What follows belongs to an exercise in optimizing a design on an open flow for small area; a production flow would make more cautious choices.
At most, simulation tests tie the RTL to the original design; equivalence was not proved.
The RTL of runs 1, 2 and 4 to 6 was laid out without a check of its function.
Power is estimated from default activity; no workload was simulated.

===== flow/config.mk =====
export PLATFORM = sky130hd
export DESIGN_NAME = CPU
export DESIGN_NICKNAME = CPU
export VERILOG_FILES = /design/flow/design.v
export SDC_FILE = /design/flow/constraint.sdc
export NUM_CORES = 4
export LEC_CHECK = 0
export ABC_AREA = 1
export CAP_MARGIN = 20
export CORE_MARGIN = 2
export CORE_UTILIZATION = 40
export PLACE_DENSITY = 0.6
export SLEW_MARGIN = 20

===== flow/constraint.sdc =====
create_clock -name core_clock -period 30.0 [get_ports {clk}]
set_input_delay 6.0000 -clock core_clock [delete_from_list [all_inputs] [get_ports {clk}]]
set_output_delay 6.0000 -clock core_clock [all_outputs]
set_load 0.01 [all_outputs]

===== flow/design.v =====
module CPU (
    output [6:0] disp0, disp1, disp2, disp3, disp4, disp5, disp6, disp7, disp8, disp9, disp10, disp11, disp12, disp13,
    output [2:0] flags,
    output halted,
    output [5:0] mem_addr,
    output mem_wr,
    output [13:0] mem_wdata,
    input [13:0] mem_rdata,
    input clk, rst);
    reg [2:0] ph;             
    reg [3:0] cnt;            
    reg clr;                  
    reg halt;
    reg mLD, mST;             
    reg [5:0] pc, ma;
    reg [2:0] flg;
    reg [13:0] dv;            
    reg dm;                   
    reg [111:0] rf;           
    reg [13:0] T, U;          
    reg c;                    
    reg z;                    
    reg dT, dU;               
    reg mb;                   
    wire ph0 = (ph == 3'd0);
    wire ph6 = (ph == 3'd6);
    wire msel = mLD | mST;
    wire act = ~clr & ~halt & ~msel;
    assign mem_addr = msel ? ma : pc;
    assign mem_wr = mST & ph0;
    assign mem_wdata = T;
    assign flags = flg;
    assign halted = halt;
    wire [4:0] op = mem_rdata[13:9];
    wire [2:0] fd = mem_rdata[8:6];
    wire [2:0] fa = mem_rdata[5:3];
    wire [2:0] fb = mem_rdata[2:0];
    wire oNOP  = (op == 5'b00000) | (op == 5'b00010);
    wire oEND  = (op == 5'b00001);
    wire oADD  = (op == 5'b00011);
    wire oSUB  = (op == 5'b00100);
    wire oMUL  = (op == 5'b00101);
    wire oDIV  = (op == 5'b00110);
    wire oLT   = (op == 5'b00111);
    wire oGT   = (op == 5'b01000);
    wire oLE   = (op == 5'b01001);
    wire oGE   = (op == 5'b01010);
    wire oEQ   = (op == 5'b01011);
    wire oNE   = (op == 5'b01100);
    wire oCMP  = oLT | oGT | oLE | oGE | oEQ | oNE;
    wire oAND  = (op == 5'b01101);
    wire oOR   = (op == 5'b01110);
    wire oNOT  = (op == 5'b01111);
    wire oXOR  = (op == 5'b10000);
    wire oTWO  = (op == 5'b10001);
    wire oLSLN = (op == 5'b10010);
    wire oLSRN = (op == 5'b10011);
    wire oSHN  = oLSLN | oLSRN;
    wire oSH1  = (op >= 5'b10100) & (op <= 5'b11001);
    wire oROT  = (op == 5'b11000) | (op == 5'b11001);
    wire oDISP = (op == 5'b11010) | (op == 5'b11011);
    wire oMOD  = (op == 5'b11100);
    wire oCPY  = (op == 5'b11101);
    wire oLDR  = (op == 5'b11110);
    wire oSTR  = (op == 5'b11111);
    wire oMD   = oMUL | oDIV;
    wire oLOG  = oAND | oOR | oXOR;
    wire c0  = (cnt == 4'd0);
    wire c1  = (cnt == 4'd1);
    wire c2  = (cnt == 4'd2);
    wire c14 = (cnt == 4'd14);
    wire c15 = (cnt == 4'd15);
    wire [2:0] psel = oSTR ? fd : (c0 ? fa : fb);
    reg [1:0] pv;
    integer i;
    always @(*) begin
        pv = 2'b00;
        for (i = 0; i < 8; i = i + 1)
            if (psel == i) pv = rf[14*i +: 2];
    end
    wire [1:0] tv = T[1:0];
    wire shLeft = oMD | oLSLN | (oSH1 & ~op[0]);
    wire lin = oROT ? T[13] : (oDIV ? U[13] : 1'b0);
    wire [1:0] shl = {T[0], ph0 ? lin : dT};
    wire [1:0] shr = {(ph6 & ~oROT) ? 1'b0 : T[2], T[1]};
    wire [1:0] sh = shLeft ? shl : shr;
    wire [1:0] ushl = {U[0], ph0 ? (oDIV & ~mb) : dU};
    wire big = (|U[13:4]) | (&U[3:1]);
    wire zeff = ph0 ? big : z;
    wire mbx = ph0 ? U[13] : mb;
    wire sub = ~mb;
    reg [1:0] x, y;
    reg yinv, cin0;
    always @(*) begin
        x = tv; y = 2'b00; yinv = 1'b0; cin0 = 1'b0;
        if (c0) begin
            x = 2'b00;
            y = oMD ? 2'b00 : pv;
            if (oNOT | oTWO) yinv = 1'b1;
            if (oTWO) cin0 = 1'b1;
        end else begin
            if (oADD | oSUB | oCMP | oLOG) y = pv;
            if (oSUB | oCMP) begin yinv = 1'b1; cin0 = 1'b1; end
            if (oGT | oLE) begin x = pv; y = tv; end
            if (oSUB & c2) begin x = 2'b00; y = 2'b00; yinv = 1'b0; cin0 = 1'b0; end
            if (oSH1) x = sh;
            if (oSHN & ~c1) x = zeff ? 2'b00 : sh;
            if (oMUL) begin x = sh; y = {2{mbx}} & pv; end
            if (oDIV) begin
                if (c15) x = z ? ushl : tv;
                else begin x = sh; y = pv; yinv = sub; cin0 = sub; end
            end
        end
    end
    wire [1:0] yy = y ^ {2{yinv}};
    wire [1:0] p = x ^ yy;
    wire [1:0] g = x & yy;
    wire ci = ph0 ? cin0 : c;
    wire ci1 = g[0] | (p[0] & ci);
    wire co = g[1] | (p[1] & ci1);
    wire [1:0] s = p ^ {ci1, ci};
    wire zbase = ph0 ? 1'b0 : z;
    wire zcmp = zbase | ~(&p);       
    wire zb = zbase | (|pv);
    reg z_n;
    always @(*) begin
        z_n = z;
        if (oEQ | oNE) z_n = zcmp;
        if ((oDIV | oSHN) & c1) z_n = zb;
        if (oSHN & ~c0 & ~c1 & ph0) z_n = big;
        if (oMUL) begin
            if (c0) z_n = 1'b0;
            else z_n = z | (ph6 & (co | T[1])) | (c14 & (ph >= 3'd4) & (|s));
        end
    end
    wire fin_act =
          (c0 & (oNOP | oNOT | oCPY | oMOD | oTWO | oDISP))
        | (c1 & (oADD | oLOG | oCMP | (oSUB & co) | oSH1 | (oSHN & ~zb)))
        | (c2 & (oSUB | oLDR))
        | (c14 & oMUL)
        | (c15 & oDIV)
        | (~c0 & ~c1 & oSHN & (z | (U[5:2] + 4'd1 == cnt)));
    wire fin = mST | (act & fin_act);
    wire we_act =
          (c0 & (oNOT | oCPY | oTWO))
        | (c1 & (oADD | oSUB | oLOG | oSH1 | oSHN))
        | (c2 & (oSUB | oLDR))
        | (c14 & oMUL)
        | (c15 & oDIV)
        | (~c0 & ~c1 & oSHN);
    wire we = act & we_act;
    wire [1:0] wv = clr ? 2'b00 : (oAND ? g : (oOR ? (p | g) : (oXOR ? p : s)));
    reg [1:0] mbits;
    always @(*) begin
        case (ph)
            3'd0: mbits = mem_rdata[1:0];
            3'd1: mbits = mem_rdata[3:2];
            3'd2: mbits = mem_rdata[5:4];
            3'd3: mbits = mem_rdata[7:6];
            3'd4: mbits = mem_rdata[9:8];
            3'd5: mbits = mem_rdata[11:10];
            default: mbits = mem_rdata[13:12];
        endcase
    end
    wire thold = ~act | (oSH1 & c1);
    wire [1:0] tin = mLD ? mbits : (thold ? T[1:0] : s);
    wire uload = act & ((oMD & c0) | (oSHN & c1));
    wire ushift = act & oMD & ~c0;
    wire [1:0] uin = uload ? pv : (ushift ? ushl : U[1:0]);
    always @(posedge clk) begin
        for (i = 0; i < 8; i = i + 1)
            rf[14*i +: 14] <= {((we & (fd == i)) | clr) ? wv : rf[14*i +: 2], rf[14*i + 2 +: 12]};
        T <= {tin, T[13:2]};
        U <= {uin, U[13:2]};
        c <= co;
        dT <= T[1];
        dU <= U[1];
        if (act) z <= z_n;
        if (act & oMUL & ph0) mb <= U[13];
        if (act & oDIV & ph6) mb <= c0 ? 1'b0 : (T[1] ^ sub ^ co);
        if (~msel) ma <= mem_rdata[5:0];
    end
    always @(posedge clk or posedge rst) begin
        if (rst) begin
            ph <= 3'd0;
            cnt <= 4'd0;
            clr <= 1'b1;
            halt <= 1'b0;
            mLD <= 1'b0;
            mST <= 1'b0;
            pc <= 6'd0;
            flg <= 3'd0;
            dv <= 14'd0;
            dm <= 1'b0;
        end else begin
            ph <= ph6 ? 3'd0 : ph + 3'd1;
            if (act & oEND) halt <= 1'b1;
            if (ph6) begin
                if (clr) clr <= 1'b0;
                if (fin) begin
                    pc <= pc + 6'd1;
                    cnt <= 4'd0;
                end else if (~clr & ~halt) cnt <= cnt + 4'd1;
                mLD <= act & oLDR & c0;
                mST <= act & oSTR & c0;
            end
            if (act & ph6) begin
                if (c1 & oADD & co) flg <= 3'd3;
                if (c1 & oSUB & ~co) flg <= 3'd4;
                if (c0 & oTWO & ~co) flg <= 3'd3;
                if (c1 & oCMP) flg <= (((oLT | oGT) & ~co) | ((oLE | oGE) & co) | (oEQ & ~zcmp) | (oNE & zcmp)) ? 3'd1 : 3'd2;
                if (c14 & oMUL & z_n) flg <= 3'd3;
                if (c15 & oDIV & ~z) flg <= 3'd5;
            end
            if (act & ph0 & oMOD) flg <= pv[0] ? 3'd7 : 3'd6;
            if (act & ph6 & oDISP) begin
                dv <= {pv, T[13:2]};
                dm <= op[0];
            end
        end
    end
    function [6:0] hex7(input [3:0] v);
        case (v)
            4'h0: hex7 = 7'b0000001;
            4'h1: hex7 = 7'b1001111;
            4'h2: hex7 = 7'b0010010;
            4'h3: hex7 = 7'b0000110;
            4'h4: hex7 = 7'b1001100;
            4'h5: hex7 = 7'b0100100;
            4'h6: hex7 = 7'b0100000;
            4'h7: hex7 = 7'b0001111;
            4'h8: hex7 = 7'b0000000;
            4'h9: hex7 = 7'b0001100;
            4'hA: hex7 = 7'b0001000;
            4'hB: hex7 = 7'b1100000;
            4'hC: hex7 = 7'b0110001;
            4'hE: hex7 = 7'b0110000;
            4'hF: hex7 = 7'b0111000;
            default: hex7 = 7'b1111111;
        endcase
    endfunction
    function [6:0] bin7(input b, input h);
        bin7 = {b | h, h, h, b | h, b | h, b | h, 1'b1};
    endfunction
    assign disp0 = dm ? hex7(dv[3:0]) : bin7(dv[0], 1'b0);
    assign disp1 = dm ? hex7(dv[7:4]) : bin7(dv[1], 1'b0);
    assign disp2 = dm ? hex7(dv[11:8]) : bin7(dv[2], 1'b0);
    assign disp3 = dm ? hex7({2'b00, dv[13:12]}) : bin7(dv[3], 1'b0);
    assign disp4 = bin7(dv[4], dm);
    assign disp5 = bin7(dv[5], dm);
    assign disp6 = bin7(dv[6], dm);
    assign disp7 = bin7(dv[7], dm);
    assign disp8 = bin7(dv[8], dm);
    assign disp9 = bin7(dv[9], dm);
    assign disp10 = bin7(dv[10], dm);
    assign disp11 = bin7(dv[11], dm);
    assign disp12 = bin7(dv[12], dm);
    assign disp13 = bin7(dv[13], dm);
endmodule

===== flow/flow/run.sh =====
#!/bin/bash
export BUFFER_PORTS_ARGS="-buffer_cell sky130_fd_sc_hd__buf_1"
export CTS_ARGS="-sink_clustering_enable -repair_clock_nets -buf_list {sky130_fd_sc_hd__clkbuf_8} -dont_use_dummy_load"
bash standard.sh > standard.log 2>&1

===== flow/standard.sh =====
#!/bin/bash
# synth_recipe.tcl (not shown) runs the flow's synth.tcl, then flattens the netlist and writes it again
# the make line also repeats each setting of config.mk as NAME=value (left out here)
make -C /OpenROAD-flow-scripts/flow DESIGN_CONFIG=/design/flow/config.mk WORK_HOME=/design/flow/orfs CLKGATE_MAP_FILE= SYNTH_SCRIPT=/design/flow/synth_recipe.tcl "${@:-finish}"

==> results.sh, run 1 <==
export IMPL_hold_path_end="rf[29]"
export IMPL_yosysTopAreaCell="dfxtp_1"
export IMPL_synth_edf_count=8
export IMPL_p_int_w=0.000315
export IMPL_synthCells=982
export IMPL_skew_ns=0.0638
export IMPL_fin_crit_ns=10.46
export IMPL_hold_violations=0
export IMPL_clk_insertion_delay_late_ns=0.47
export IMPL_peakVddDrop_v=0.0000379
export IMPL_worst_path_max_fanout=14
export IMPL_max_freq_mhz=95.6
export IMPL_end_kind="flip-flop"
export IMPL_track_usage_pct=18.3
export IMPL_dieHeight_um=147
export IMPL_cp_required_ns=30.30
export IMPL_worst_path_most_repeated_cell="inv_1"
export IMPL_design_die_area_sq_um=21500
export IMPL_synth_area_sq_um=8150
export IMPL_worst_hold_slack_ns=0.307
export IMPL_clockPowerShare_pct=29.9
export IMPL_pwr_share_comb_pct=7.0
export IMPL_fin_setup_tns_ns=0
export IMPL_r2r_start="cnt[0]"
export IMPL_first_pass_iters=7
export IMPL_start_util_pct=40.5
export IMPL_cts_tree="built"
export IMPL_antenna_found_initial=0
export IMPL_io_pins=139
export IMPL_powerDensity_nw_per_um2=47.4
export IMPL_switching_power_w=0.0000978
export IMPL_dp_hpwl_um=15100
export IMPL_num_vias=6550
export IMPL_io_buffer_count=127
export IMPL_ys_types=52
export IMPL_holdCritPathClass="reg2reg"
export IMPL_worstMarginPinSlew_ns=0.677
export IMPL_cts_buffer_depth=2
export IMPL_rows=52
export IMPL_root_buffer="clkbuf_8"
export IMPL_critPathKind="in2reg"
export IMPL_htreeDepth=4
export IMPL_antenna_cells=0
export IMPL_drt_first_iter_violations=423
export IMPL_holdBufCountCts=0
export IMPL_swShare_pct=23.7
export IMPL_via_per_inst=4.93
export IMPL_drive_above_1_share_pct=4.82
export IMPL_ys_flop_type="dfxtp_1"
export IMPL_period_share_pct=34.9
export IMPL_crit_buf_inv=9
export IMPL_yosysWarnings=1
export IMPL_reg2reg_to="flg[1]"
export IMPL_seqPwrFrac_pct=63.1
export IMPL_grt_first_pass_wirelength_um=31200
export IMPL_avgSynthCellArea_sq_um=8.30
export IMPL_ant_nets=0
export IMPL_ys_top_cells_by_count="nand2_1 (212), dfxtp_1 (143), inv_1 (107), o21ai_0 (78), nor2_1 (75)"
export IMPL_reg2reg_slack_ns=24.78
export IMPL_synth_seq_cells=186
export IMPL_drt_total_wl_um=19600
export IMPL_crit_path_max_incr_delay_ns=0.55
export IMPL_setup_viol=0
export IMPL_cts_sinks=186
export IMPL_drc=0
export IMPL_place_gp_congestion=1.01
export IMPL_die_width_um=147
export IMPL_hold_depth=0
export IMPL_min_from="rf[31]"
export IMPL_rsz0062_at_grt="false"
export IMPL_postCtsSetupBuffers=0
export IMPL_crit_path_top_delay_cell="a21oi_1"
export IMPL_syn_to_final_growth_pct=7.00
export IMPL_final_fill_count=2103
export IMPL_synthArstFlopShare_pct=18.8
export IMPL_status="complete, no violations"
export IMPL_slew_violations=0
export IMPL_cts_repair_resized=0
export IMPL_grt_ovfl_total=0
export IMPL_core_sq_um=20100
export IMPL_path_clk_slew_ns=0.12
export IMPL_fin_nets=1105
export IMPL_grt_pass1_vias=5867
export IMPL_synth_area_top_cells="dfxtp_1 (35%), dfrtp_1 (10%), nand2_1 (9.8%)"
export IMPL_rr_worst_depth=29
export IMPL_slew_headroom_pct=54.8
export IMPL_p_leak_nw=3.93
export IMPL_post_drt_wl_per_cell_um=14.7
export IMPL_power_w=0.000413
export IMPL_maxCapViolations=0
export IMPL_synth_most_common_cell="nand2_1"
export IMPL_yosysSeqAreaShare_pct=48.9
export IMPL_cts_buffers=17
export IMPL_cp_start_kind="input pin"
export IMPL_crit_arrival_ns=10.76
export IMPL_cp_top_family="simple AND/OR/NAND/NOR gates"
export IMPL_grt_max_degree=47
export IMPL_synthDominantCellAreaShare_pct=35.1
cell usage in the layout, fill, tap and decap left out, drive strengths merged, types with 6 or more instances in the layout:
cell,count
o211ai,7
a21oi,39
nor2,79
dfxtp,143
nand2,218
dfrtp,34
edfxtp,8
o311ai,6
buf,132
xor2,8
nand4,8
ha,26
o21ai,83
conb,11
nor3,22
nand3,58
inv,109
clkbuf,17
stage by stage:
step                      cell area (sq um)  utilization, %  worst slack (ns)  std cells
after floorplan                        8180               -             20.46        991
after detailed placement               8470            42.1             19.14       1311
after global routing                   8720            43.4             19.08       1329
after CTS                              8700            43.3             19.59       1328
after global placement                 8470            42.1             19.31       1311
final                                  8720            43.4             19.54       1329
final cells by class:
cell class / instances / area, sq um / share of cell area (%)
clock buffer: 17 / 234 / 2.68
inverter: 110 / 413 / 4.74
multi-input combinational: 614 / 3230 / 37.1
sequential: 186 / 3980 / 45.7
tap: 270 / 338 / 3.88
timing repair buffer: 132 / 518 / 5.94
how the worst max path moves through the flow:
stage,start,endpoint,cells after the start
2_1_floorplan,mem_rdata[9],flg[2],29
4_1_cts,mem_rdata[13],flg[1],28
3_5_place_dp,mem_rdata[13],flg[2],27
5_1_grt,mem_rdata[13],flg[1],28
6_report,mem_rdata[13],flg[1],28
3_3_place_gp,mem_rdata[13],flg[2],27
power groups by stage:
| stage | logic, W | clock network [W] | registers (W) |
|---|---|---|---|
| 4_1_cts | 0.0000291 | 0.000129 | 0.000261 |
| 3_3_place_gp | 0.0000290 | 0 | 0.000266 |
| 3_5_place_dp | 0.0000290 | 0 | 0.000266 |
| 6_report | 0.0000291 | 0.000123 | 0.000260 |
| 2_1_floorplan | 0.0000209 | 0 | 0.000265 |
| 5_1_grt | 0.0000329 | 0.000138 | 0.000261 |
flip-flops by register name (all words and copies together), names as in the netlist, 3 cells and up:
register and count:
rf 112, T 14, U 14, dv 14, ma 6, pc 6
cnt 4, flg 3, ph 3
per-layer routing:
| layer | vias up | global-route usage (%) | wire length (um) |
|---|---|---|---|
| li1 | 3267 | - | - |
| met1 | 2979 | 24.5 | 8980 |
| met2 | 268 | 29.6 | 8870 |
| met3 | 36 | 3.17 | 1180 |
| met4 | 0 | 7.14 | 556 |
| met5 | - | 0 | 0 |
cell families after synthesis:
logic type | Yosys count | synth area share (%)
muxes | 3 | 0.415
xor gates and xnor gates | 12 | 1.29
AOI/OAI and AO/OA | 167 | 11.8
adders and majority gates | 28 | 4.48
and+or+nand+nor | 393 | 21.1
buffers and inverters | 191 | 11.9
DFF | 186 | 48.9
other | 2 | 0.0922
==> run 2: changes to the inputs <==
--- a/flow/config.mk
+++ b/flow/config.mk
@@ -9,5 +9,5 @@
 export CAP_MARGIN = 20
 export CORE_MARGIN = 2
-export CORE_UTILIZATION = 40
-export PLACE_DENSITY = 0.6
+export CORE_UTILIZATION = 55
+export PLACE_DENSITY = 0.7
 export SLEW_MARGIN = 20
==> run 2 against run 1 <==
Against the previous run:
- hold slack improved by 0.0071 ns
- combinational power fell by 2%
- first-iteration DRC count up 39%
- global-route usage up 5.9 points
- still clean
- largest power group unchanged
- highest routed layer unchanged
- clock skew decreased by 0.013 ns
- sequential power about the same
- routed wire length down 4.8%
- critical path depth decreased by 1
- largest cell class unchanged
==> results.sh, run 2 <==
export IMPL_status="complete, no violations"
export IMPL_crit_buf_inv=9
export IMPL_post_drt_wl_per_cell_um=15.0
export IMPL_end_kind="flip-flop"
export IMPL_synth_area_top_cells="dfxtp_1 (35%), dfrtp_1 (10%), nand2_1 (9.8%)"
export IMPL_drt_first_iter_violations=587
export IMPL_synth_edf_count=8
export IMPL_slew_headroom_pct=54.1
export IMPL_clk_insertion_delay_late_ns=0.48
export IMPL_start_util_pct=56.3
export IMPL_max_freq_mhz=96.1
export IMPL_track_usage_pct=24.1
export IMPL_core_sq_um=14500
export IMPL_cp_top_family="compound AO/OA/AOI/OAI gates"
export IMPL_synthCells=982
export IMPL_synth_most_common_cell="nand2_1"
export IMPL_first_pass_iters=7
export IMPL_largest_reg_flops=112
export IMPL_final_common_cell="nand2_1"
export IMPL_fin_nets=1104
export IMPL_multi_input_area_sq_um=3230
export IMPL_worst_path_most_repeated_cell="inv_1"
export IMPL_period_share_pct=34.7
export IMPL_worstMarginPinSlew_ns=0.689
export IMPL_avgSynthCellArea_sq_um=8.30
export IMPL_dieHeight_um=126
export IMPL_cp_required_ns=30.35
export IMPL_skew_ns=0.0506
export IMPL_synthArstFlopShare_pct=18.8
export IMPL_antenna_cells=0
export IMPL_ant_nets=0
export IMPL_p_leak_nw=3.92
export IMPL_setup_slack_ns=19.60
export IMPL_regArea_sq_um=3980
export IMPL_drc=0
export IMPL_crit_arrival_ns=10.75
export IMPL_postCtsSetupBuffers=0
export IMPL_synth_seq_cells=186
export IMPL_holdCritPathClass="reg2reg"
export IMPL_ys_top_cells_by_count="nand2_1 (212), dfxtp_1 (143), inv_1 (107), o21ai_0 (78), nor2_1 (75)"
export IMPL_place_gp_congestion=0.985
export IMPL_grt_ovfl_total=0
export IMPL_holdBufCountCts=0
export IMPL_drive_above_1_share_pct=4.73
export IMPL_fin_crit_ns=10.40
export IMPL_rows=44
export IMPL_final_fill_count=1352
export IMPL_design_die_area_sq_um=15800
export IMPL_ys_flop_type="dfxtp_1"
export IMPL_slew_violations=0
export IMPL_final_cell_mix="nand2_1 (212), dfxtp_1 (143), buf_1 (127)"
export IMPL_cp_start_kind="input pin"
export IMPL_worst_path_max_fanout=14
export IMPL_crit_path_max_incr_delay_ns=0.58
export IMPL_syn_to_final_growth_pct=5.53
export IMPL_yosysSeqAreaShare_pct=48.9
export IMPL_post_place_ws_ns=19.24
export IMPL_drt_total_wl_um=18600
export IMPL_powerDensity_nw_per_um2=48.0
export IMPL_via_per_inst=5.26
export IMPL_synth_area_sq_um=8150
export IMPL_antenna_found_initial=0
export IMPL_io_pins=139
export IMPL_htreeDepth=4
export IMPL_io_buffer_count=127
export IMPL_grt_max_degree=47
export IMPL_ys_types=52
export IMPL_cts_sinks=186
export IMPL_top_register="rf"
export IMPL_fin_setup_tns_ns=0
export IMPL_rsz0062_at_grt="false"
export IMPL_yosysTopAreaCell="dfxtp_1"
export IMPL_critPathKind="in2reg"
export IMPL_dp_hpwl_um=14200
export IMPL_peakVddDrop_v=0.0000423
export IMPL_cts_buffer_depth=2
export IMPL_cts_repair_resized=0
export IMPL_cts_buffers=17
export IMPL_grt_pass1_vias=5919
export IMPL_maxCapViolations=0
export IMPL_crit_path_top_delay_cell="a21oi_1"
export IMPL_root_buffer="clkbuf_8"
export IMPL_path_clk_slew_ns=0.09
export IMPL_cts_tree="built"
export IMPL_hold_violations=0
export IMPL_setup_viol=0
export IMPL_grt_first_pass_wirelength_um=30200
export IMPL_num_vias=6538
export IMPL_die_width_um=126
export IMPL_yosysWarnings=1
export IMPL_synthDominantCellAreaShare_pct=35.1
-- run 2: layout make-up --
type	instances	area share (%)
clock buffer	17	2.72
inverter	110	4.80
multi-input combinational	614	37.6
sequential	186	46.3
tap	184	2.68
timing repair buffer	131	5.89
-- run 2: where the power goes --
part | switching (W) | internal (W) | total [W]
Clock | 0.0000727 | 0.0000501 | 0.000123
Sequential | 0.00000434 | 0.000257 | 0.000261
Combinational | 0.0000203 | 0.00000836 | 0.0000286
Total | 0.0000974 | 0.000315 | 0.000412
-- run 2: worst register-to-register path: cells and delay by family (launching register included) --
kind            cells  cell delay [ns]
buf+inv             8             0.73
compound gates      6             1.40
flops               1             0.45
simple gates       11             1.34
fa+ha+maj           3             1.18
-- run 2: path summary, 6_finish.rpt --
path | endpoint | slack, ns | cells after the start | from
worst max-delay path | flg[2] | 19.60 | 27 | mem_rdata[13]
worst min-delay path | rf[58] | 0.31 | 0 | rf[60]
worst max register to register | flg[2] | 24.80 | 28 | cnt[0]
worst min register to register | rf[58] | 0.31 | 0 | rf[60]
max in group asynchronous | dm | 23.99 | 3 | rst
min in group asynchronous | pc[4] | 5.62 | 3 | rst
-- run 2: cells by family (layout without fill, tap and decap cells) --
logic type / count (synthesis) / count (layout) / share of synthesized area (%)
AOI/OAI and AO/OA: 167 / 167 / 11.8
xor gates and xnor gates: 12 / 12 / 1.29
adders and majority gates: 28 / 28 / 4.48
buffers and inverters: 191 / 258 / 11.9
DFF: 186 / 186 / 48.9
muxes: 3 / 3 / 0.415
other: 2 / 11 / 0.0922
and+or+nand+nor: 393 / 393 / 21.1
-- run 2: through the flow --
stage	utilization [%]	total power [W]	instances	instance area, sq um	hold slack [ns]
after floorplan	-	0.000286	991	8180	0.310
after global routing	59.4	0.000430	1242	8600	0.320
after global placement	57.7	0.000295	1225	8360	0.310
after detailed placement	57.7	0.000294	1225	8360	0.312
final	59.4	0.000412	1242	8600	0.315
after CTS	59.4	0.000416	1242	8590	0.319
-- run 2: routing by layer --
metal	part of all wire (%)	vias up	track usage, %
met5	0	-	0
met4	3.0	0	10.6
met3	7.7	36	4.93
met2	45	282	37.9
met1	44	2956	32.5
li1	-	3264	-
==> run 3: changes to the inputs <==
--- a/flow/design.v
+++ b/flow/design.v
@@ -134,4 +134,11 @@
         end
     end
+    wire fset = act & ((ph6 & ((c1 & ((oADD & co) | (oSUB & ~co) | oCMP)) | (c0 & oTWO & ~co)
+                                | (c14 & oMUL & z_n) | (c15 & oDIV & ~z)))
+                       | (ph0 & oMOD));
+    wire cond = ((oLT | oGT | oLE | oGE) & (co ^ (oLT | oGT))) | (oEQ & ~zcmp) | (oNE & zcmp);
+    wire [2:0] fv = {oSUB | oDIV | oMOD,
+                     oADD | oTWO | oMUL | (oCMP & ~cond) | oMOD,
+                     oADD | oTWO | oMUL | oDIV | (oCMP & cond) | (oMOD & pv[0])};
     wire fin_act =
           (c0 & (oNOP | oNOT | oCPY | oMOD | oTWO | oDISP))
@@ -205,13 +212,5 @@
                 mST <= act & oSTR & c0;
             end
-            if (act & ph6) begin
-                if (c1 & oADD & co) flg <= 3'd3;
-                if (c1 & oSUB & ~co) flg <= 3'd4;
-                if (c0 & oTWO & ~co) flg <= 3'd3;
-                if (c1 & oCMP) flg <= (((oLT | oGT) & ~co) | ((oLE | oGE) & co) | (oEQ & ~zcmp) | (oNE & zcmp)) ? 3'd1 : 3'd2;
-                if (c14 & oMUL & z_n) flg <= 3'd3;
-                if (c15 & oDIV & ~z) flg <= 3'd5;
-            end
-            if (act & ph0 & oMOD) flg <= pv[0] ? 3'd7 : 3'd6;
+            if (fset) flg <= fv;
             if (act & ph6 & oDISP) begin
                 dv <= {pv, T[13:2]};
==> run 3 against run 2 <==
Against the previous run:
- combinational power down 33%
- non-clock buffer count is the same
- global-route usage is 0.67 points higher
- clock power barely moved
- power decreased by 3.5%
- register-to-register slack better by 0.11 ns
- area after synthesis fell by 0.15%
- sequential power is 2% lower
- sequential share of layout area is essentially flat
- hold slack worse by 0.024 ns
- final cell count decreased by 1.4%
- flip-flop and latch count unchanged
- largest cell class unchanged
==> results.sh, run 3 <==
export IMPL_ant_nets=0
export IMPL_cp_start_kind="input pin"
export IMPL_status="complete, no violations"
export IMPL_via_per_inst=5.23
export IMPL_worst_path_max_fanout=13
export IMPL_power_w=0.000398
export IMPL_holdCritPathClass="reg2reg"
export IMPL_htreeDepth=4
export IMPL_drc=0
export IMPL_num_vias=6404
export IMPL_avgSynthCellArea_sq_um=8.45
export IMPL_skew_ns=0.0410
export IMPL_cp_top_family="simple AND/OR/NAND/NOR gates"
export IMPL_start_util_pct=56.2
export IMPL_top_register="rf"
export IMPL_crit_path_top_delay_cell="fa_1"
export IMPL_path_clk_slew_ns=0.11
export IMPL_rows=44
export IMPL_final_fill_count=1374
export IMPL_fin_cells=1224
export IMPL_first_pass_iters=5
export IMPL_postCtsSetupBuffers=0
export IMPL_ys_types=57
export IMPL_antenna_cells=0
export IMPL_cts_sinks=186
export IMPL_die_width_um=126
export IMPL_root_buffer="clkbuf_8"
export IMPL_powerDensity_nw_per_um2=46.3
export IMPL_grt_max_degree=45
export IMPL_dp_hpwl_um=14800
export IMPL_cp_required_ns=30.34
export IMPL_slew_headroom_pct=41.5
export IMPL_setup_viol=0
export IMPL_cts_buffer_depth=2
export IMPL_post_route_util_pct=59.3
export IMPL_io_buffer_count=127
export IMPL_end_kind="flip-flop"
export IMPL_critPathKind="in2reg"
export IMPL_synth_edf_count=8
export IMPL_regArea_sq_um=3980
export IMPL_synth_area_top_cells="dfxtp_1 (35%), dfrtp_1 (10%), nand2_1 (8.0%)"
export IMPL_yosysWarnings=1
export IMPL_yosysSeqAreaShare_pct=48.9
export IMPL_dp_cells=1207
export IMPL_drive_above_1_share_pct=6.54
export IMPL_clk_insertion_delay_late_ns=0.47
export IMPL_cts_buffers=17
export IMPL_rsz0062_at_grt="false"
export IMPL_crit_chain="buf_1 > inv_1 > nand2_1 > nor2_1 > inv_1 > o221ai_1 > o21ai_0 > nand2_1 > o21ai_0 > a2111oi_0 > nand2_1 > fa_1 > fa_1 > inv_1 > a21oi_1 > nand3_1 > nand2_1 > o2111ai_1 > a21oi_1 > o21ai_4 > nand2_4 > nor2_4 > nand3_1 > xor2_1"
export IMPL_cts_tree="built"
export IMPL_synth_seq_cells=186
export IMPL_dieHeight_um=126
export IMPL_io_pins=139
export IMPL_grt_pass1_vias=5845
export IMPL_slew_violations=0
export IMPL_antenna_found_initial=0
export IMPL_drt_first_iter_violations=538
export IMPL_fin_nets=1086
export IMPL_max_freq_mhz=96.7
export IMPL_syn_to_final_growth_pct=5.60
export IMPL_track_usage_pct=24.8
export IMPL_yosysTopAreaCell="dfxtp_1"
export IMPL_final_cell_mix="nand2_1 (174), dfxtp_1 (143), buf_1 (127)"
export IMPL_ys_flop_type="dfxtp_1"
export IMPL_multi_input_area_sq_um=3190
export IMPL_ys_top_cells_by_count="nand2_1 (174), dfxtp_1 (143), inv_1 (113), nor2_1 (83), o21ai_0 (69)"
export IMPL_largest_reg_flops=112
export IMPL_design_die_area_sq_um=15800
export IMPL_cts_repair_resized=0
export IMPL_final_area_sq_um=8590
export IMPL_synthCells=963
export IMPL_fin_crit_ns=10.34
export IMPL_synthDominantCellAreaShare_pct=35.2
export IMPL_worst_path_most_repeated_cell="nand2_1"
export IMPL_worstMarginPinSlew_ns=0.870
export IMPL_post_drt_wl_per_cell_um=15.7
export IMPL_crit_buf_inv=4
export IMPL_crit_arrival_ns=10.68
export IMPL_grt_first_pass_wirelength_um=30700
export IMPL_synth_most_common_cell="nand2_1"
export IMPL_p_leak_nw=3.75
export IMPL_drt_total_wl_um=19200
export IMPL_crit_path_max_incr_delay_ns=0.49
export IMPL_grt_ovfl_total=0
export IMPL_holdBufCountCts=0
export IMPL_fin_setup_tns_ns=0
export IMPL_dpl_cell_area_sq_um=8350
export IMPL_period_share_pct=34.5
export IMPL_hold_violations=0
export IMPL_final_common_cell="nand2_1"
export IMPL_core_sq_um=14500
export IMPL_synthArstFlopShare_pct=18.8
export IMPL_maxCapViolations=0
export IMPL_synth_area_sq_um=8130
export IMPL_peakVddDrop_v=0.0000517
export IMPL_place_gp_congestion=0.983
-- run 3: changes by cell type after synthesis, sizes merged, moves of 3 or more --
| cell | before | now |
|---|---|---|
| nand2 | 218 | 186 |
| nand3 | 58 | 44 |
| nor2 | 79 | 90 |
| inv | 109 | 118 |
| or2 | 2 | 8 |
| a21oi | 39 | 43 |
| a22oi | 4 | 0 |
| o211ai | 7 | 11 |
| o311ai | 6 | 2 |
| o21a | 3 | 0 |
| o21ai | 83 | 80 |
| o22ai | 3 | 6 |
-- run 3: layout make-up --
cell class | instances | area share (%)
clock buffers | 17 | 2.72
inverters | 119 | 5.20
multi-input cells | 587 | 37.2
flip-flops and latches | 186 | 46.3
well taps | 184 | 2.68
repair buffers | 131 | 5.90
-- run 3: report_power, final --
part / leakage, nW / total, W / switching, W / internal (W)
clock network: 0.122 / 0.000123 / 0.0000727 / 0.0000501
logic: 1.96 / 0.0000192 / 0.0000141 / 0.00000502
registers: 1.67 / 0.000256 / 0.00000217 / 0.000254
total: 3.75 / 0.000398 / 0.0000890 / 0.000309
-- run 3: worst register-to-register path, delay by kind of cell (launching register included) --
family | cells | cell delay [ns]
AOI/OAI and AO/OA | 8 | 1.23
xor gates and xnor gates | 2 | 0.33
adders and majority gates | 3 | 1.16
buffers and inverters | 2 | 0.27
DFF | 1 | 0.42
and+or+nand+nor | 14 | 1.58
-- run 3: kinds of logic after synthesis --
family | Yosys count | synth area share, %
mux | 6 | 0.908
fa+ha+maj | 28 | 4.49
buf+inv | 199 | 12.3
flops | 186 | 48.9
compound gates | 167 | 12.0
xor+xnor | 15 | 1.62
simple gates | 360 | 19.7
other cells | 2 | 0.0923
-- run 3: layer usage --
| layer | up-vias | wire (um) | track usage, % |
|---|---|---|---|
| met2 | 259 | 9040 | 40.3 |
| met4 | 0 | 656 | 10.5 |
| met3 | 49 | 1260 | 5.35 |
| met5 | - | 0 | 0 |
| li1 | 3192 | - | - |
| met1 | 2904 | 8290 | 32.2 |
-- run 3: path summary, 6_finish.rpt --
kind,startpoint,end,slack [ns],cells after the start
max in group asynchronous,rst,dv[8],24.02,3
min reg2reg,rf[55],rf[53],0.29,0
max,mem_rdata[13],pc[4],19.66,24
min,rf[55],rf[53],0.29,0
max reg2reg,cnt[0],pc[4],24.91,29
min in group asynchronous,rst,pc[4],5.62,3
-- run 3: per-stage QoR --
stage | worst slack (ns) | hold WS [ns]
global route | 19.27 | 0.296
floorplan | 20.31 | 0.310
detailed placement | 19.33 | 0.312
global placement | 19.44 | 0.310
finish | 19.66 | 0.290
CTS | 19.79 | 0.293
==> run 4: changes to the inputs <==
--- a/flow/design.v
+++ b/flow/design.v
@@ -10,5 +10,4 @@
     reg [2:0] ph;             
     reg [3:0] cnt;            
-    reg clr;                  
     reg halt;
     reg mLD, mST;             
@@ -26,7 +25,9 @@
     wire ph6 = (ph == 3'd6);
     wire msel = mLD | mST;
+    wire clr = mLD & mST;
+    wire stw = mST & ~mLD;    
     wire act = ~clr & ~halt & ~msel;
     assign mem_addr = msel ? ma : pc;
-    assign mem_wr = mST & ph0;
+    assign mem_wr = stw & ph0;
     assign mem_wdata = T;
     assign flags = flg;
@@ -86,6 +87,4 @@
     wire [1:0] sh = shLeft ? shl : shr;
     wire [1:0] ushl = {U[0], ph0 ? (oDIV & ~mb) : dU};
-    wire big = (|U[13:4]) | (&U[3:1]);
-    wire zeff = ph0 ? big : z;
     wire mbx = ph0 ? U[13] : mb;
     wire sub = ~mb;
@@ -102,8 +101,7 @@
             if (oADD | oSUB | oCMP | oLOG) y = pv;
             if (oSUB | oCMP) begin yinv = 1'b1; cin0 = 1'b1; end
-            if (oGT | oLE) begin x = pv; y = tv; end
             if (oSUB & c2) begin x = 2'b00; y = 2'b00; yinv = 1'b0; cin0 = 1'b0; end
             if (oSH1) x = sh;
-            if (oSHN & ~c1) x = zeff ? 2'b00 : sh;
+            if (oSHN & ~c1) x = sh;
             if (oMUL) begin x = sh; y = {2{mbx}} & pv; end
             if (oDIV) begin
@@ -126,7 +124,6 @@
     always @(*) begin
         z_n = z;
-        if (oEQ | oNE) z_n = zcmp;
+        if (oCMP) z_n = zcmp;
         if ((oDIV | oSHN) & c1) z_n = zb;
-        if (oSHN & ~c0 & ~c1 & ph0) z_n = big;
         if (oMUL) begin
             if (c0) z_n = 1'b0;
@@ -135,10 +132,9 @@
     end
     wire fset = act & ((ph6 & ((c1 & ((oADD & co) | (oSUB & ~co) | oCMP)) | (c0 & oTWO & ~co)
-                                | (c14 & oMUL & z_n) | (c15 & oDIV & ~z)))
-                       | (ph0 & oMOD));
-    wire cond = ((oLT | oGT | oLE | oGE) & (co ^ (oLT | oGT))) | (oEQ & ~zcmp) | (oNE & zcmp);
+                                | (c14 & oMUL & z_n) | (c15 & oDIV & ~z) | (c0 & oMOD))));
+    wire cond = (oLT & ~co) | (oGE & co) | (oGT & co & zcmp) | (oLE & ~(co & zcmp)) | (oEQ & ~zcmp) | (oNE & zcmp);
     wire [2:0] fv = {oSUB | oDIV | oMOD,
                      oADD | oTWO | oMUL | (oCMP & ~cond) | oMOD,
-                     oADD | oTWO | oMUL | oDIV | (oCMP & cond) | (oMOD & pv[0])};
+                     oADD | oTWO | oMUL | oDIV | (oCMP & cond) | (oMOD & T[2])};
     wire fin_act =
           (c0 & (oNOP | oNOT | oCPY | oMOD | oTWO | oDISP))
@@ -147,6 +143,8 @@
         | (c14 & oMUL)
         | (c15 & oDIV)
-        | (~c0 & ~c1 & oSHN & (z | (U[5:2] + 4'd1 == cnt)));
-    wire fin = mST | (act & fin_act);
+        | (~c0 & ~c1 & oSHN & (c15 | (~(|{U[13:6], U[1:0]}) & (U[5:2] + 4'd1 == cnt))));
+    wire fin = stw | (act & fin_act);
+    wire [6:0] pcc = {pcc[5:0] & pc, ph6 & fin};
+    wire [4:0] cntc = {cntc[3:0] & cnt, ~clr & ~halt};
     wire we_act =
           (c0 & (oNOT | oCPY | oTWO))
@@ -192,8 +190,7 @@
             ph <= 3'd0;
             cnt <= 4'd0;
-            clr <= 1'b1;
             halt <= 1'b0;
-            mLD <= 1'b0;
-            mST <= 1'b0;
+            mLD <= 1'b1;
+            mST <= 1'b1;
             pc <= 6'd0;
             flg <= 3'd0;
@@ -202,11 +199,9 @@
         end else begin
             ph <= ph6 ? 3'd0 : ph + 3'd1;
+            pc <= pc ^ pcc[5:0];
             if (act & oEND) halt <= 1'b1;
             if (ph6) begin
-                if (clr) clr <= 1'b0;
-                if (fin) begin
-                    pc <= pc + 6'd1;
-                    cnt <= 4'd0;
-                end else if (~clr & ~halt) cnt <= cnt + 4'd1;
+                if (fin) cnt <= 4'd0;
+                else cnt <= cnt ^ cntc[3:0];
                 mLD <= act & oLDR & c0;
                 mST <= act & oSTR & c0;
==> flow/flow/run.sh (replaced) <==
#!/bin/bash
export BUFFER_PORTS_ARGS="-buffer_cell sky130_fd_sc_hd__buf_1"
export CTS_ARGS="-sink_clustering_enable -repair_clock_nets -buf_list {sky130_fd_sc_hd__clkbuf_8} -sink_clustering_size 30 -sink_clustering_max_diameter 200 -dont_use_dummy_load"
bash standard.sh > standard.log 2>&1
==> run 4 against run 3 <==
Against the previous run:
- still clean
- combinational power rose to 8.3 times the previous value
- final cell count fell by 4.8%
- register-to-register slack about the same
- sequential share of layout area rose by 1.3 points
==> results.sh, run 4 <==
export IMPL_htreeDepth=4
export IMPL_grt_pass1_vias=5528
export IMPL_num_vias=6111
export IMPL_die_width_um=124
export IMPL_yosysSeqAreaShare_pct=50.3
export IMPL_synthDominantCellAreaShare_pct=36.4
export IMPL_p_leak_nw=3.69
export IMPL_maxCapViolations=0
export IMPL_cp_start_kind="input pin"
export IMPL_powerDensity_nw_per_um2=70.9
export IMPL_place_gp_congestion=1.06
export IMPL_peakVddDrop_v=0.0000455
export IMPL_core_sq_um=13900
export IMPL_status="complete, no violations"
export IMPL_cts_repair_resized=0
export IMPL_setup_viol=0
export IMPL_end_kind="flip-flop"
export IMPL_first_pass_iters=5
export IMPL_fin_crit_ns=10.45
export IMPL_antenna_cells=0
export IMPL_final_area_sq_um=8310
export IMPL_drt_first_iter_violations=351
export IMPL_cp_required_ns=30.33
export IMPL_holdBufCountCts=0
export IMPL_final_common_cell="nand2_1"
export IMPL_hold_depth=0
export IMPL_critPathLaunch="mem_rdata[12]"
export IMPL_ys_top_cells_by_count="nand2_1 (172), dfxtp_1 (143), inv_1 (98), o21ai_0 (72)"
export IMPL_period_share_pct=34.8
export IMPL_post_drt_wl_per_cell_um=15.4
export IMPL_critPathKind="in2reg"
export IMPL_cts_tree="built"
export IMPL_rows=43
export IMPL_crit_arrival_ns=10.78
export IMPL_slew_violations=0
export IMPL_track_usage_pct=24.4
export IMPL_worst_hold_slack_ns=0.297
export IMPL_hold_violations=0
export IMPL_synth_edf_count=8
export IMPL_grt_max_degree=35
export IMPL_cts_buffer_depth=2
export IMPL_drt_total_wl_um=17900
export IMPL_hold_path_end="rf[58]"
export IMPL_largest_reg_flops=112
export IMPL_synthArstFlopShare_pct=18.4
export IMPL_root_buffer="clkbuf_8"
export IMPL_reg2reg_to="pc[5]"
export IMPL_reg2reg_slack_ns=24.92
export IMPL_io_pins=139
export IMPL_synth_most_common_cell="nand2_1"
export IMPL_rr_worst_depth=29
export IMPL_ys_types=55
export IMPL_via_per_inst=5.25
export IMPL_synth_area_sq_um=7870
export IMPL_synth_seq_cells=185
export IMPL_cts_sinks=185
export IMPL_top_register="rf"
export IMPL_ant_nets=0
export IMPL_start_util_pct=56.5
export IMPL_grt_first_pass_wirelength_um=28200
export IMPL_slew_headroom_pct=50.1
export IMPL_worstMarginPinSlew_ns=0.745
export IMPL_yosysWarnings=1
export IMPL_drc=0
export IMPL_multi_input_area_sq_um=3000
export IMPL_final_fill_count=1297
export IMPL_synth_area_top_cells="dfxtp_1 (36%), dfrtp_1 (10%), nand2_1 (8.2%)"
export IMPL_min_from="rf[60]"
export IMPL_regArea_sq_um=3960
export IMPL_holdCritPathClass="reg2reg"
export IMPL_dpl_cell_area_sq_um=8080
export IMPL_fin_nets=1034
export IMPL_yosysTopAreaCell="dfxtp_1"
export IMPL_dieHeight_um=124
export IMPL_avgSynthCellArea_sq_um=8.66
export IMPL_crit_path_max_incr_delay_ns=0.48
export IMPL_syn_to_final_growth_pct=5.66
export IMPL_clk_insertion_delay_late_ns=0.48
export IMPL_fin_setup_tns_ns=0
export IMPL_grt_ovfl_total=0
export IMPL_io_buffer_count=127
export IMPL_postCtsSetupBuffers=0
export IMPL_synthCells=908
export IMPL_skew_ns=0.0485
export IMPL_antenna_found_initial=0
export IMPL_drive_above_1_share_pct=6.19
export IMPL_dp_hpwl_um=13700
export IMPL_ys_flop_type="dfxtp_1"
export IMPL_cts_buffers=17
export IMPL_path_clk_slew_ns=0.11
export IMPL_r2r_start="cnt[0]"
export IMPL_max_freq_mhz=95.7
export IMPL_design_die_area_sq_um=15300
export IMPL_post_route_util_pct=59.6
export IMPL_crit_path_top_delay_cell="fa_1"
export IMPL_rsz0062_at_grt="false"
export IMPL_worst_path_max_fanout=6
export IMPL_final_cell_mix="nand2_1 (172), dfxtp_1 (143), buf_1 (127)"
[run 4: cell types whose count changed after synthesis, sizes merged, moves of 4 or more]
cell	previous run	this run
o21ai	80	73
nand4	6	10
a21oi	43	38
nor2	90	70
xor2	9	5
inv	118	102
mux2	5	0
[run 4: area by class of cell]
type	instances	share of cell area, %
multi-input cells	550	36.1
well taps	180	2.71
clock buffers	17	2.81
repair buffers	130	6.10
flip-flops and latches	185	47.6
inverters	103	4.71
[run 4: cells by family after synthesis]
family / synth area share [%]
AOI/OAI and AO/OA: 11.8
other: 0.0955
xor gates and xnor gates: 1.00
buffers and inverters: 12.0
and+or+nand+nor: 19.6
DFF: 50.3
adders and majority gates: 5.12
[run 4: stage by stage]
stage	instances	setup slack (ns)	total power, W
floorplan	917	20.12	0.000420
global placement	1147	19.32	0.000471
detailed placement	1148	19.16	0.000472
CTS	1165	19.64	0.000593
global route	1165	19.11	0.000626
finish	1165	19.55	0.000590
[run 4: worst max-delay path by stage]
stage / to / slack (ns)
after floorplan: pc[5] / 20.12
after global placement: pc[5] / 19.32
after CTS: pc[5] / 19.64
after detailed placement: pc[5] / 19.16
final: pc[5] / 19.55
after global routing: pc[5] / 19.11
[run 4: metal layers]
metal	vias to the layer above	track usage, %	routed length (um)
li1	3049	-	-
met1	2780	33.1	8200
met2	243	38.9	8100
met3	39	4.30	1140
met4	0	9.59	476
met5	-	0	0
[run 4: worst max-delay path, delay by kind of cell]
| family | cells | cell delay [ns] |
|---|---|---|
| xor+xnor | 1 | 0.14 |
| compound gates | 7 | 1.26 |
| simple gates | 9 | 1.10 |
| fa+ha+maj | 7 | 1.65 |
| buf+inv | 6 | 0.63 |
[run 4: report_power, final]
group	leakage [nW]	switching [W]	internal, W
registers	1.65	0.0000291	0.000278
clock network	0.122	0.0000717	0.0000500
logic	1.92	0.000109	0.0000516
total	3.69	0.000210	0.000380
==> run 5: changes to the inputs <==
==> flow/flow/run.sh (replaced) <==
#!/bin/bash
export BUFFER_PORTS_ARGS="-buffer_cell sky130_fd_sc_hd__buf_1"
export CTS_ARGS="-sink_clustering_enable -repair_clock_nets -buf_list {sky130_fd_sc_hd__clkbuf_16} -sink_clustering_size 40 -sink_clustering_max_diameter 200 -dont_use_dummy_load"
bash standard.sh > standard.log 2>&1
==> run 5 against run 4 <==
Against the previous run:
- still clean on timing, DRC and antenna
- combinational power about the same
- flip-flop and latch count unchanged
- hold slack improved by 0.0084 ns
- routed wire length increased by 1.3%
- final area increased by 2.3%
- non-clock buffer count unchanged
- clock skew decreased by 0.013 ns
- critical path depth unchanged
- core utilization increased by 1.4 points
- power increased by 9.4%
- largest cell class unchanged
==> results.sh, run 5 <==
export IMPL_track_usage_pct=24.7
export IMPL_synth_area_sq_um=7870
export IMPL_io_buffer_count=127
export IMPL_final_area_sq_um=8500
export IMPL_antenna_found_initial=0
export IMPL_drive_above_1_share_pct=6.19
export IMPL_largest_reg_flops=112
export IMPL_crit_path_max_incr_delay_ns=0.49
export IMPL_worstMarginPinSlew_ns=0.758
export IMPL_place_gp_congestion=1.06
export IMPL_fin_nets=1034
export IMPL_top_register="rf"
export IMPL_htreeDepth=4
export IMPL_cp_start_kind="input pin"
export IMPL_path_clk_slew_ns=0.08
export IMPL_antenna_cells=0
export IMPL_cts_tree="built"
export IMPL_synth_area_top_cells="dfxtp_1 (36%), dfrtp_1 (10%), nand2_1 (8.2%)"
export IMPL_yosysSeqAreaShare_pct=50.3
export IMPL_synthDominantCellAreaShare_pct=36.4
export IMPL_final_common_cell="nand2_1"
export IMPL_rows=43
export IMPL_cts_sinks=185
export IMPL_synthCells=908
export IMPL_syn_to_final_growth_pct=8.10
export IMPL_p_leak_nw=3.78
export IMPL_hold_violations=0
export IMPL_critPathKind="in2reg"
export IMPL_grt_first_pass_wirelength_um=28500
export IMPL_final_cell_mix="nand2_1 (172), dfxtp_1 (143), buf_1 (127)"
export IMPL_start_util_pct=56.5
export IMPL_end_kind="flip-flop"
export IMPL_period_share_pct=35.0
export IMPL_die_width_um=124
export IMPL_status="complete, no violations"
export IMPL_worst_path_max_fanout=6
export IMPL_slew_violations=0
export IMPL_num_vias=6112
export IMPL_synth_edf_count=8
export IMPL_root_buffer="clkbuf_16"
export IMPL_dieHeight_um=124
export IMPL_crit_path_top_delay_cell="fa_1"
export IMPL_grt_pass1_vias=5556
export IMPL_yosysTopAreaCell="dfxtp_1"
export IMPL_drt_total_wl_um=18200
export IMPL_ys_flop_type="dfxtp_1"
export IMPL_cts_buffers=17
export IMPL_peakVddDrop_v=0.0000476
export IMPL_first_pass_iters=6
export IMPL_grt_max_degree=35
export IMPL_postCtsSetupBuffers=0
export IMPL_max_freq_mhz=95.2
export IMPL_cp_required_ns=30.30
export IMPL_post_drt_wl_per_cell_um=15.6
export IMPL_synth_seq_cells=185
export IMPL_yosysWarnings=1
export IMPL_synthArstFlopShare_pct=18.4
export IMPL_dpl_cell_area_sq_um=8080
export IMPL_maxCapViolations=0
export IMPL_avgSynthCellArea_sq_um=8.66
export IMPL_ys_types=55
export IMPL_via_per_inst=5.25
export IMPL_r2r_start="cnt[0]"
export IMPL_crit_buf_inv=6
export IMPL_holdBufCountCts=0
export IMPL_skew_ns=0.0354
export IMPL_cp_top_family="adder cells"
export IMPL_crit_arrival_ns=10.80
export IMPL_critPathLaunch="mem_rdata[12]"
export IMPL_power_w=0.000645
export IMPL_powerDensity_nw_per_um2=75.9
export IMPL_core_sq_um=13900
export IMPL_design_die_area_sq_um=15300
export IMPL_clk_insertion_delay_late_ns=0.44
export IMPL_dp_hpwl_um=13700
export IMPL_cts_repair_resized=0
export IMPL_worst_hold_slack_ns=0.305
export IMPL_final_fill_count=1278
export IMPL_slew_headroom_pct=49.3
export IMPL_rsz0062_at_grt="false"
export IMPL_synth_most_common_cell="nand2_1"
export IMPL_io_pins=139
export IMPL_holdCritPathClass="reg2reg"
export IMPL_min_from="rf[60]"
export IMPL_cts_buffer_depth=2
export IMPL_ant_nets=0
export IMPL_setup_viol=0
export IMPL_fin_setup_tns_ns=0
export IMPL_drt_first_iter_violations=350
export IMPL_drc=0
export IMPL_grt_ovfl_total=0
export IMPL_ys_top_cells_by_count="nand2_1 (172), dfxtp_1 (143), inv_1 (98), o21ai_0 (72)"
export IMPL_fin_crit_ns=10.50
==> run 5: cell counts after synthesis <==
No cell type changed its count.
==> run 5: per-stage QoR <==
stage	std cells	utilization (%)	setup WS, ns
detailed placement	1148	58.0	19.16
floorplan	917	-	20.12
CTS	1165	61.0	19.59
global route	1165	61.0	19.08
global placement	1147	57.9	19.32
finish	1165	61.0	19.50
==> run 5: final cells by class <==
type	instances	area, sq um	share of cell area (%)
Inverter	103	392	4.61
Tap cell	180	225	2.65
Sequential cell	185	3960	46.5
Timing Repair Buffer	130	507	5.96
Clock buffer	17	425	5.00
Multi-Input combinational cell	550	3000	35.3
==> run 5: cells by family after synthesis <==
logic type	count (synthesis)	share of synthesized area (%)
XOR/XNOR	9	1.00
AND/OR/NAND/NOR	340	19.6
flip-flops	185	50.3
buffers and inverters	182	12.0
other	2	0.0955
adder cells (fa/ha/maj)	31	5.12
AO/OA/AOI/OAI	159	11.8
==> run 5: report_power, final <==
part	switching, W	internal (W)
clock network	0.0000787	0.0000983
logic	0.000109	0.0000517
registers	0.0000289	0.000279
total	0.000216	0.000429
==> run 5: path summary, 6_finish.rpt <==
| path | slack [ns] | cells past startpoint | endpoint |
|---|---|---|---|
| setup / recovery | 19.50 | 30 | pc[5] |
| hold / removal | 0.31 | 0 | rf[58] |
| setup reg to reg | 24.91 | 29 | pc[5] |
| hold reg to reg | 0.31 | 0 | rf[58] |
| max in group asynchronous | 23.98 | 3 | flg[2] |
| min in group asynchronous | 5.65 | 3 | cnt[2] |
==> run 5: per-layer routing <==
metal  vias up  GRT usage (%)  routed length, um
met4         0           7.95                400
met5         -              0                  0
met2       205           39.9               8340
li1       3051              -                  -
met1      2820           33.6               8450
met3        36           4.81                970
==> run 6: changes to the inputs <==
==> flow/flow/run.sh (replaced) <==
#!/bin/bash
set -uo pipefail
export BUFFER_PORTS_ARGS="-buffer_cell sky130_fd_sc_hd__buf_1"
export CTS_ARGS="-sink_clustering_enable -repair_clock_nets -buf_list {sky130_fd_sc_hd__clkbuf_8} -dont_use_dummy_load"
bash standard.sh synth > standard_synth.log 2>&1 || exit 1
R=orfs/results/sky130hd/CPU/base
if bash flow/resyn.sh $R/1_2_yosys.v $PWD/resyn_out.v $PWD/resyn_work > resyn.log 2>&1; then
  cp $R/1_2_yosys.v standard_1_2_yosys.v
  cp resyn_out.v $R/1_2_yosys.v
  rm -f $R/1_synth.odb
fi
bash standard.sh > standard.log 2>&1
==> flow/flow/abc_s2.script (new file) <==
strash
&get -n
&fraig -x
&put
scorr
dc2
strash
&get -n
&dch -f
&nf -R 1000
&put
topo
buffer -c
upsize -c
dnsize -c
==> flow/flow/abc_s4.script (new file) <==
strash
&get -n
&st
&dch -f
&nf -R 1000 -p
&put
==> flow/flow/abc_s5.script (new file) <==
strash
dc2
&get -n
&st
&synch2
&nf -R 1000 -p -F 8 -A 4
&put
==> flow/flow/abc_s6.script (new file) <==
strash
&get -n
&st
&syn2
&dch -f
&nf -R 1000 -p
&put
==> flow/flow/resyn.sh (new file) <==
#!/bin/bash
# Re-map the combinational logic of the standard synthesis netlist with
# stronger ABC scripts (area), keeping every flip-flop instance as it is.
# usage: resyn.sh IN.v OUT.v WORKDIR
# Writes OUT.v only if a candidate is smaller and formally equivalent to IN.v.
set -uo pipefail
IN=$1; OUT=$2; W=$3
HERE=$(cd "$(dirname "$0")" && pwd)
YOSYS=${YOSYS_EXE:-$FLOW_HOME/../tools/install/yosys/bin/yosys}
LIB=$FLOW_HOME/platforms/sky130hd/lib/sky130_fd_sc_hd__tt_025C_1v80.lib
mkdir -p $W
DU=$(sed -n '/export DONT_USE_CELLS += \\/,/[^\\]$/p' $FLOW_HOME/platforms/sky130hd/config.mk | tr -d '\\' | tr ' ' '\n' | grep sky130 | sed 's/^/-dont_use /' | tr '\n' ' ')
SEQ="sky130_fd_sc_hd__df* sky130_fd_sc_hd__edf* sky130_fd_sc_hd__sdf* sky130_fd_sc_hd__sedf* sky130_fd_sc_hd__dl* sky130_fd_sc_hd__sdl* sky130_fd_sc_hd__conb_1"
area() { grep "Chip area" $1 | tail -1 | awk '{print $NF}'; }
best=""; bestarea=""
for s in $HERE/abc_*.script; do
  n=$(basename $s .script)
  cat > $W/$n.ys <<EOS
read_liberty -ignore_miss_func $LIB
blackbox $SEQ
read_verilog $IN
hierarchy -top CPU
flatten
opt_clean
techmap
opt -fast
abc -liberty $LIB $DU -script $s -D 30000
opt_clean -purge
read_liberty -lib -overwrite $LIB
delete t:\$scopeinfo
hilomap -singleton -hicell sky130_fd_sc_hd__conb_1 HI -locell sky130_fd_sc_hd__conb_1 LO
insbuf -buf sky130_fd_sc_hd__buf_4 A X
opt_clean -purge
stat -liberty $LIB
check -assert
write_verilog -noattr -nohex -nodec $W/$n.v
EOS
  if $YOSYS -q -s $W/$n.ys -l $W/$n.log > /dev/null 2>&1; then
    a=$(area $W/$n.log)
    echo "$n: $a"
    if [[ -z "$bestarea" ]] || awk "BEGIN{exit !($a < $bestarea)}"; then best=$n; bestarea=$a; fi
  else
    echo "$n: failed"
  fi
done
# area of the input, measured the same way
cat > $W/in.ys <<EOS
read_liberty -ignore_miss_func $LIB
blackbox $SEQ
read_verilog $IN
hierarchy -top CPU
stat -liberty $LIB
EOS
$YOSYS -q -s $W/in.ys -l $W/in.log > /dev/null 2>&1
inarea=$(area $W/in.log)
echo "input: $inarea; best: $best $bestarea"
[[ -n "$best" ]] || exit 1
awk "BEGIN{exit !($bestarea < $inarea)}" || { echo "no gain"; exit 1; }
# formal equivalence of the candidate with the input (flip-flops modelled
# from the library, so both sides have the same state elements by name)
cat > $W/conb.v <<EOS
module sky130_fd_sc_hd__conb_1 (output HI, output LO);
  assign HI = 1'b1;
  assign LO = 1'b0;
endmodule
EOS
cat > $W/equiv.ys <<EOS
read_liberty -ignore_miss_func $LIB
read_verilog -overwrite $W/conb.v
read_verilog $IN
rename CPU gold
read_verilog $W/$best.v
rename CPU gate
hierarchy -check
flatten gold gate
async2sync
opt_clean
equiv_make gold gate equiv
hierarchy -top equiv
equiv_simple -seq 2
equiv_induct
equiv_status -assert
EOS
if $YOSYS -q -s $W/equiv.ys -l $W/equiv.log > /dev/null 2>&1; then
  echo "equivalent"
  cp $W/$best.v $OUT
  exit 0
fi
echo "equivalence check failed"
exit 1
==> run 6 against run 5 <==
Against the previous run:
- final area decreased by 8.5%
- via count decreased by 8.7%
- die area decreased by 6.3%
- routed wire length decreased by 4.4%
- clock skew about the same
- register-to-register slack got worse by 0.89 ns
- first-iteration DRC count increased by 33%
- clock power decreased by 32%
- global-route usage decreased by 0.57 points
- combinational power increased by 28%
- clock-buffer cell count unchanged
- flip-flop and latch count unchanged
- largest cell class unchanged
- largest power group unchanged
==> results.sh, run 6 <==
export IMPL_dp_hpwl_um=12900
export IMPL_drive_above_1_share_pct=3.50
export IMPL_drt_total_wl_um=17400
export IMPL_maxCapViolations=0
export IMPL_design_die_area_sq_um=14300
export IMPL_cts_repair_resized=0
export IMPL_die_width_um=120
export IMPL_antenna_found_initial=0
export IMPL_via_per_inst=5.56
export IMPL_peakVddDrop_v=0.0000510
export IMPL_rsz0062_at_grt="false"
export IMPL_p_int_w=0.000418
export IMPL_slew_violations=0
export IMPL_place_gp_congestion=0.944
export IMPL_fin_nets=846
export IMPL_grt_max_degree=60
export IMPL_setup_viol=0
export IMPL_ant_nets=0
export IMPL_postCtsSetupBuffers=0
export IMPL_crit_arrival_ns=11.64
export IMPL_cp_start_kind="input pin"
export IMPL_end_kind="flip-flop"
export IMPL_critPathKind="in2reg"
export IMPL_cp_required_ns=30.31
export IMPL_p_leak_nw=3.05
export IMPL_clk_insertion_delay_late_ns=0.44
export IMPL_htreeDepth=4
export IMPL_grt_first_pass_wirelength_um=26500
export IMPL_status="complete, no violations"
export IMPL_worst_path_max_fanout=14
export IMPL_cts_buffer_depth=2
export IMPL_pwr_share_comb_pct=31.1
export IMPL_drc=0
export IMPL_core_sq_um=13100
export IMPL_regArea_sq_um=3960
export IMPL_synthCells=747
export IMPL_clockPowerShare_pct=18.2
export IMPL_track_usage_pct=24.1
export IMPL_swShare_pct=37.1
export IMPL_rr_worst_depth=23
export IMPL_post_drt_wl_per_cell_um=17.3
export IMPL_holdBufCountCts=0
export IMPL_syn_to_final_growth_pct=5.85
export IMPL_grt_ovfl_total=0
export IMPL_worstMarginPinSlew_ns=0.964
export IMPL_switching_power_w=0.000247
export IMPL_cts_sinks=185
export IMPL_antenna_cells=0
export IMPL_synth_area_sq_um=7350
export IMPL_cts_tree="built"
export IMPL_period_share_pct=37.8
export IMPL_rows=42
export IMPL_seqPwrFrac_pct=50.7
export IMPL_final_fill_count=1150
export IMPL_avgSynthCellArea_sq_um=9.84
export IMPL_max_freq_mhz=88.2
export IMPL_final_common_cell="dfxtp_1"
export IMPL_powerDensity_nw_per_um2=85.4
export IMPL_holdCritPathClass="reg2reg"
export IMPL_largest_reg_flops=112
export IMPL_grt_pass1_vias=4990
export IMPL_dieHeight_um=120
export IMPL_power_w=0.000664
export IMPL_root_buffer="clkbuf_8"
export IMPL_top_register="rf"
export IMPL_cts_buffers=17
export IMPL_io_pins=139
export IMPL_hold_depth=0
export IMPL_skew_ns=0.0358
export IMPL_path_clk_slew_ns=0.10
export IMPL_drt_first_iter_violations=467
export IMPL_first_pass_iters=5
export IMPL_io_buffer_count=127
export IMPL_start_util_pct=56.0
export IMPL_multi_input_area_sq_um=2790
export IMPL_fin_setup_tns_ns=0
export IMPL_hold_violations=0
export IMPL_slew_headroom_pct=35.3
export IMPL_num_vias=5579
export IMPL_yosysWarnings=1
export IMPL_fin_crit_ns=11.34
export IMPL_final_cell_mix="dfxtp_1 (143), buf_1 (127), nand2_1 (90)"
run 6: cell types whose count changed in the layout (fill, tap and decap cells not counted), moves of 20 or more:
cell     before  now
nand2_1     172   90
nand3_1      40   20
inv_1        98    0
mux2_1        0   21
ha_1         29    0
run 6: final cells by class:
| class | count | share of cell area [%] |
|---|---|---|
| Clock buffer | 17 | 3.01 |
| Inverter | 14 | 0.675 |
| Multi-Input combinational cell | 478 | 35.9 |
| Sequential cell | 185 | 50.8 |
| Tap cell | 176 | 2.83 |
| Timing Repair Buffer | 134 | 6.80 |
run 6: metrics by stage:
stage	cell area [sq um]	setup slack (ns)	hold WS [ns]	cells	util, %
2_1_floorplan	7390	19.72	0.310	756	-
3_3_place_gp	7550	18.57	0.310	987	57.5
3_5_place_dp	7550	18.35	0.312	987	57.5
4_1_cts	7780	18.80	0.301	1004	59.2
5_1_grt	7780	18.17	0.299	1004	59.2
6_report	7780	18.66	0.301	1004	59.2
run 6: power groups by stage:
stage                     clock network (W)  logic, W  registers, W
final                              0.000121  0.000206      0.000337
after CTS                          0.000125  0.000204      0.000337
after detailed placement                  0  0.000203      0.000342
after floorplan                           0  0.000170      0.000327
after global placement                    0  0.000202      0.000339
after global routing               0.000134  0.000227      0.000342
run 6: routing by layer:
| metal | up-vias | track usage, % | part of all wire, % |
|---|---|---|---|
| li1 | 2677 | - | - |
| met1 | 2645 | 33.8 | 45 |
| met2 | 239 | 37.5 | 46 |
| met3 | 18 | 5.04 | 6.5 |
| met4 | 0 | 8.09 | 1.8 |
| met5 | - | 0 | 0 |
run 6: path summary, 6_finish.rpt:
check | from | to | slack [ns]
max reg2reg | cnt[1] | pc[5] | 24.02
min reg2reg | rf[81] | rf[79] | 0.30
max in group asynchronous | rst | mST | 23.99
min in group asynchronous | rst | flg[2] | 5.65
min | rf[81] | rf[79] | 0.30
max | mem_rdata[10] | pc[5] | 18.66
run 6: critical path, stage by stage:
cell	delay, ns
buf_1	0.47
nand2_1	0.24
nor2_1	0.43
nor2_1	0.10
a21oi_1	0.55
mux4_2	0.57
mux2_1	0.29
mux2i_1	0.31
nor2_1	0.10
xor2_1	0.16
nor2b_1	0.18
o21bai_1	0.22
nor2_1	0.07
nor2_1	0.48
a2111oi_0	0.23
o21ai_0	0.18
o21ai_0	0.10
o21ai_0	0.14
buf_4	0.20
nand3_1	0.14
nor2_1	0.24
nand2_1	0.11
xnor2_1	0.13

what the ideal ports hide:
No port has a modelled driver above. Below, the same layouts with a new extraction and two added sets of constraints.
Step 1 (the two cells are an assumption about what drives the block):
set clk [get_ports {clk}]
set_driving_cell -lib_cell sky130_fd_sc_hd__clkbuf_16 $clk
set_driving_cell -lib_cell sky130_fd_sc_hd__buf_2 [delete_from_list [all_inputs] $clk]
Step 2 also shifts input and output timing later by t, the mid clock arrival at the registers, as if the neighbouring blocks saw the same clock.
Three values: ideal, step 1, step 2; two values: the first two.
| run | t (ns) | slack for setup (ns) | worst hold slack (ns) | worst data-port slew with drivers (ns) | cell pins on the clock port's net |
|---|---|---|---|---|---|
| run 1 | 0.481 | 19.537 / 19.525 / 19.044 | 0.307 / 0.307 / 0.307 | 0.05 | 1 |
| run 2 | 0.491 | 19.596 / 19.585 / 19.095 | 0.315 / 0.315 / 0.315 | 0.05 | 1 |
| run 3 | 0.482 | 19.663 / 19.678 / 19.196 | 0.290 / 0.290 / 0.290 | 0.05 | 1 |
| run 4 | 0.490 | 19.548 / 19.546 / 19.057 | 0.297 / 0.297 / 0.297 | 0.05 | 1 |
| run 5 | 0.461 | 19.497 / 19.502 / 19.041 | 0.305 / 0.305 / 0.305 | 0.04 | 1 |
| run 6 | 0.459 | 18.664 / 18.676 / 18.217 | 0.301 / 0.301 / 0.301 | 0.04 | 1 |
After both steps setup and hold are still met in every run listed. The setup slack of run 2, which loses most, moves by -0.011 ns with the drivers and by -0.501 ns with both steps.
